Source: an optimization exercise on an open RTL-to-GDS flow (aim: small area). Production flows keep margins and buffers that such runs may drop.
RTL that was checked went through simulation tests only; none was proved equivalent to the original.
Power is estimated from default activity; no workload was simulated.

==> build 95 <==
==> flow/design.v (excerpt) <==
module elink_trig_summer(clk,reset,data_in1,data_in2,data_in3,data_in4,data_out);
==> module elink_trig_summer, before the edit <==
module elink_trig_summer(clk,reset,data_in1,data_in2,data_in3,data_in4,data_out);
  parameter multisample = 8;
  input clk;
  input reset;
  input [11:0] data_in1;
  input [11:0] data_in2;
  input [11:0] data_in3;
  input [11:0] data_in4;
  output reg [12:0] data_out;
  reg [12:0] circle_ram [multisample+multisample-1:0];
  reg [12:0] high_value;
  reg [multisample:0] read_count;
  reg [multisample:0] write_count;
  reg [12:0] sum;
  reg done;
  integer k;
  always @(posedge clk) begin
    if (reset) begin
      for (k=0; k<multisample+multisample; k=k+1)
        circle_ram[k]<='d0;
      read_count<='d8;
      write_count<='d0;
      high_value<='d0;
      done<=0;
      sum<='d0;
      data_out<='d0;
    end else begin
    sum<=data_in1+data_in2+data_in3+data_in4;
    data_out<=circle_ram[read_count];
    if(sum<high_value && done==0) begin
      circle_ram[write_count]<=high_value;
      done<=1;
    end if (sum>=high_value) begin
      circle_ram[write_count]<=0;
    end if (write_count!='d7 && write_count!='d15) begin
      high_value<=sum;
    end if (write_count=='d7 || write_count=='d15) begin
      high_value<='d0;
      done<=0;
    end if (read_count==multisample+multisample-1) begin
      read_count<='d0;
    end if (read_count<multisample+multisample-1) begin
      read_count<=read_count + 'd1;
    end if (write_count==multisample+multisample-1) begin
      write_count<='d0;
    end if (write_count<multisample+multisample-1) begin
      write_count<=write_count + 'd1;
    end
    end
  end
endmodule
make LEC_CHECK=0 CAP_MARGIN=20 CORE_MARGIN=2 CORE_UTILIZATION=40 SLEW_MARGIN=20 finish   # period 5.0 ns
run.sh (not shown) runs the stock make flow with config.mk's settings and CLKGATE_MAP_FILE= SYNTH_SCRIPT=/design/flow/synth_recipe.tcl, a recipe that flattens the netlist after the stock synthesis.
==> inputs of build 93, as changes to build 95 <==
==> flow/design.v (replaced) <==
module elink_trig_summer(clk,reset,data_in1,data_in2,data_in3,data_in4,data_out);
  input clk;
  input reset;
  input [11:0] data_in1;
  input [11:0] data_in2;
  input [11:0] data_in3;
  input [11:0] data_in4;
  output reg [12:0] data_out;
  reg [12:0] s0, s1, s2, s3, s4, s5, s6, s7, s8;
  reg [12:0] s10, s11, s12, s13, s14, s15;
  reg [12:0] sum;
  reg [3:0]  wp;
  reg        wrapped;    
  reg        nd;         
  wire [12:0] a = data_in1 + data_in2 + data_in3 + data_in4;
  wire valid = wp[3] | wrapped;
  wire last  = wp[2] & wp[1] & wp[0];                
  wire first = (wp == 4'd0) & ~wrapped;              
  wire ge    = last | first | reset | (a >= sum);
  wire [12:0] old = valid ? s15 : 13'd0;
  wire [12:0] e   = ge ? 13'd0 : (nd ? old : sum);
  always @(posedge clk) begin
    sum <= a;
    s0 <= e;
    s1 <= s0; s2 <= s1; s3 <= s2; s4 <= s3; s5 <= s4; s6 <= s5; s7 <= s6; s8 <= s7;
    data_out <= (valid & ~reset) ? s8 : 13'd0;
    s10 <= data_out; s11 <= s10; s12 <= s11; s13 <= s12; s14 <= s13; s15 <= s14;
    if (reset) begin
      wp <= 4'd0;
      wrapped <= 1'b0;
      nd <= 1'b0;
    end else begin
      wp <= wp + 4'd1;
      if (wp == 4'd15) wrapped <= 1'b1;
      nd <= (wp[1:0] == 2'b10 && wp[2]) ? 1'b0 : (~ge | nd);
    end
  end
endmodule
- CORE_UTILIZATION: 40 -> 60
- CTS_BUF_LIST: default -> sky130_fd_sc_hd__clkbuf_4
- CTS_CLUSTER_DIAMETER: default -> 40
- CTS_CLUSTER_SIZE: default -> 10
- GPL_TIMING_DRIVEN: default -> 0
==> comparison <==
Against build 95, the global-route usage of build 93 is lower by 1.3 points.
Between build 93 and build 95, the lower setup slack is in build 93 (gap 1.2 ns).
Between build 93 and build 95, the lower clock power is in build 93 (gap about 60%, measured against build 95).
Non-clock buffer count: build 95 is lower than build 93 (11).
Against build 95, the critical path depth of build 93 is higher by 5.
Utilization: build 95 is lower than build 93 (27 points).
In build 93 the via count is smaller than in build 95, by about 56%.
Against build 93, the cell area of build 95 is higher by about 90%.
Fmax: build 93 is lower than build 95 (about 25%).

========
==> inputs of build 36 <==
Another version of the RTL of elink_trig_summer (not shown whole).
==> module elink_trig_summer, before the edit <==
module elink_trig_summer(clk,reset,data_in1,data_in2,data_in3,data_in4,data_out);
  input clk;
  input reset;
  input [11:0] data_in1;
  input [11:0] data_in2;
  input [11:0] data_in3;
  input [11:0] data_in4;
  output reg [12:0] data_out;
  reg [12:0] s0, s1, s2, s3, s4, s5, s6, s7, s8;
  reg [12:0] s10, s11, s12, s13, s14, s15;
  reg [12:0] sum;
  reg [3:0]  wp;
  reg        wrapped;    
  reg        nd;         
  wire [11:0] x1 = data_in1 ^ data_in2 ^ data_in3;
  wire [11:0] y1 = (data_in1 & data_in2) | (data_in1 & data_in3) | (data_in2 & data_in3);
  wire [12:0] p = {1'b0, x1};
  wire [12:0] q = {y1, 1'b0};
  wire [12:0] r = {1'b0, data_in4};
  wire [12:0] x2 = p ^ q ^ r;
  wire [12:0] y2 = (p & q) | (p & r) | (q & r);
  wire [12:0] u = {y2[11:0], 1'b0};
  wire [12:0] a = x2 + u;
  wire valid = wp[3] | wrapped;
  wire last  = wp[2] & wp[1] & wp[0];                
  wire first = (wp == 4'd0) & ~wrapped;              
  wire ge    = last | first | reset | (a >= sum);
  wire [12:0] old = valid ? s15 : 13'd0;
  wire [12:0] e   = ge ? 13'd0 : (nd ? old : sum);
  always @(posedge clk) begin
    sum <= a;
    s0 <= e;
    s1 <= s0; s2 <= s1; s3 <= s2; s4 <= s3; s5 <= s4; s6 <= s5; s7 <= s6; s8 <= s7;
    data_out <= (valid & ~reset) ? s8 : 13'd0;
    s10 <= data_out; s11 <= s10; s12 <= s11; s13 <= s12; s14 <= s13; s15 <= s14;
    if (reset) begin
      wp <= 4'd0;
      wrapped <= 1'b0;
      nd <= 1'b0;
    end else begin
      wp <= wp + 4'd1;
      if (wp == 4'd15) wrapped <= 1'b1;
      nd <= (wp[1:0] == 2'b10 && wp[2]) ? 1'b0 : (~ge | nd);
    end
  end
endmodule
==> flow/config.mk <==
export PLATFORM = sky130hd
export DESIGN_NAME = elink_trig_summer
export DESIGN_NICKNAME = elink_trig_summer
export VERILOG_FILES = /design/flow/design.v
export SDC_FILE = /design/flow/constraint.sdc
export NUM_CORES = 4
export LEC_CHECK = 0
export CAP_MARGIN = 20
export CORE_MARGIN = 2
export CORE_UTILIZATION = 60
export SLEW_MARGIN = 20
==> flow/constraint.sdc <==
create_clock -name core_clock -period 5.0 [get_ports {clk}]
set_input_delay 1.0000 -clock core_clock [delete_from_list [all_inputs] [get_ports {clk}]]
set_output_delay 1.0000 -clock core_clock [all_outputs]
set_load 0.01 [all_outputs]
standard.sh (not shown) runs the stock make flow with config.mk's settings and CLKGATE_MAP_FILE= SYNTH_SCRIPT=/design/flow/synth_recipe.tcl, a recipe that flattens the netlist after the stock synthesis.
==> flow/flow/run.sh <==
#!/bin/bash
# Standard ORFS layout, except:
#  - synthesis skips Yosys's generic ABC pass before full-adder extraction
#    (flow/my_synth.tcl), so the adders map to clean fa/ha cells;
#  - ports get buf_1 buffers;
#  - the clock tree uses clkbuf_4 without dummy loads.
# Each tool's output is logged under orfs/logs; make's output goes to flow_make.log.
set -euo pipefail
W=$PWD
bash standard.sh \
  "SYNTH_SCRIPT=$W/flow/my_synth.tcl" \
  "BUFFER_PORTS_ARGS=-buffer_cell sky130_fd_sc_hd__buf_1" \
  "CTS_ARGS=-sink_clustering_enable -repair_clock_nets -dont_use_dummy_load -buf_list sky130_fd_sc_hd__clkbuf_4 -sink_clustering_size 10 -sink_clustering_max_diameter 40" \
  finish > flow_make.log 2>&1
==> flow/flow/my_synth.tcl <==
proc synth {args} {
  if {[lsearch -exact $args "fine:"] >= 0} {
    yosys synth -nofsm -noshare -noabc {*}$args
  } else {
    yosys synth -nofsm -noshare {*}$args
  }
}
source $::env(SCRIPTS_DIR)/synth.tcl
# left out here: clear keep_hierarchy, flatten, clean up, hide names made inside functions, write 1_2_yosys.v
==> inputs of trial 3, as changes to build 36 <==
--- a/flow/design.v
+++ b/flow/design.v
@@ -12,15 +12,7 @@
   reg [3:0]  wp;
   reg        wrapped;    
   reg        nd;         
-  wire [11:0] x1 = data_in1 ^ data_in2 ^ data_in3;
-  wire [11:0] y1 = (data_in1 & data_in2) | (data_in1 & data_in3) | (data_in2 & data_in3);
-  wire [12:0] p = {1'b0, x1};
-  wire [12:0] q = {y1, 1'b0};
-  wire [12:0] r = {1'b0, data_in4};
-  wire [12:0] x2 = p ^ q ^ r;
-  wire [12:0] y2 = (p & q) | (p & r) | (q & r);
-  wire [12:0] u = {y2[11:0], 1'b0};
-  wire [12:0] a = x2 + u;
+  wire [12:0] a = data_in1 + data_in2 + data_in3 + data_in4;
   wire valid = wp[3] | wrapped;
   wire last  = wp[2] & wp[1] & wp[0];                
   wire first = (wp == 4'd0) & ~wrapped;              
==> flow/run.sh (new file) <==
#!/bin/bash
# synth_recipe.tcl (not shown) runs the flow's synth.tcl, then flattens the netlist and writes it again
# the make line also repeats each setting of config.mk as NAME=value (left out here)
make -C /OpenROAD-flow-scripts/flow DESIGN_CONFIG=/design/flow/config.mk WORK_HOME=/design/flow/orfs CLKGATE_MAP_FILE= SYNTH_SCRIPT=/design/flow/synth_recipe.tcl finish
--- a/flow/config.mk
+++ b/flow/config.mk
@@ -7,5 +7,5 @@
 export LEC_CHECK = 0
 export CAP_MARGIN = 20
 export CORE_MARGIN = 2
-export CORE_UTILIZATION = 60
+export CORE_UTILIZATION = 40
 export SLEW_MARGIN = 20
removed: flow/flow/run.sh
removed: flow/flow/my_synth.tcl
removed: flow/standard.sh
==> results.toml <==
[status]
status = "complete, no violations"

[synthesis]
synth_cell_types = 44

[critical_path]
critPathMaxFanout = 13
regToRegSetupSlack_ps = 3120
r2r_cells = 7

[sta]
rsz0062_at_grt = "false"

[power_and_ir_drop]
pwr-share-seq_pct = 58.3

[floorplanning]
die_h_um = 107
(the above is from build 36)
==> results.toml <==
[status]
status = "complete, no violations"

[detailed_routing]
wl_met1_mm = 4.43

[critical_path]
critPathMaxFanout = 6
r2r_cells = 8
cp-start-kind = "primary input"

[synthesis]
synth_cell_types = 34

[sta]
period_needed_ps = 4810

[floorplanning]
die_w_um = 131
die_h_um = 131

[finish]
buffers = 80
(the above is from trial 3)
Only the layout flow was run in build 36; the RTL was not checked for function there.

port drivers added, routing unchanged:
Ports are ideal in the flow. The routed layouts listed here were re-timed in OpenROAD. Step 1 (the two cells are an assumption about what drives the block):
set clk [get_ports {clk}]
set_driving_cell -lib_cell sky130_fd_sc_hd__clkbuf_16 $clk
set_driving_cell -lib_cell sky130_fd_sc_hd__buf_2 [delete_from_list [all_inputs] $clk]
Step 2 also shifts input and output timing later by t, the mid clock arrival at the registers, as if the neighbouring blocks saw the same clock. Slacks: no drivers / after step 1 / after step 2; pairs: no drivers / after step 1.
run	shift t [ns]	setup slack, ns	hold slack, ns	worst setup path after step 2
build 95	0.585	1.293 / 1.321 / 0.737	0.460 / 0.460 / 0.460	input to register
build 93	0.592	0.078 / 0.086 / -0.506	0.300 / 0.300 / 0.300	input to register
build 36	0.570	0.577 / 0.590 / 0.020	0.296 / 0.296 / 0.296	input to register
trial 3	0.522	0.185 / 0.204 / -0.317	0.315 / 0.315 / 0.315	input to register
With both steps, setup timing fails in build 93 and trial 3, where it was met with ideal ports. The setup slack of build 93, which loses most, moves by +0.008 ns with the drivers and by -0.584 ns with both steps.
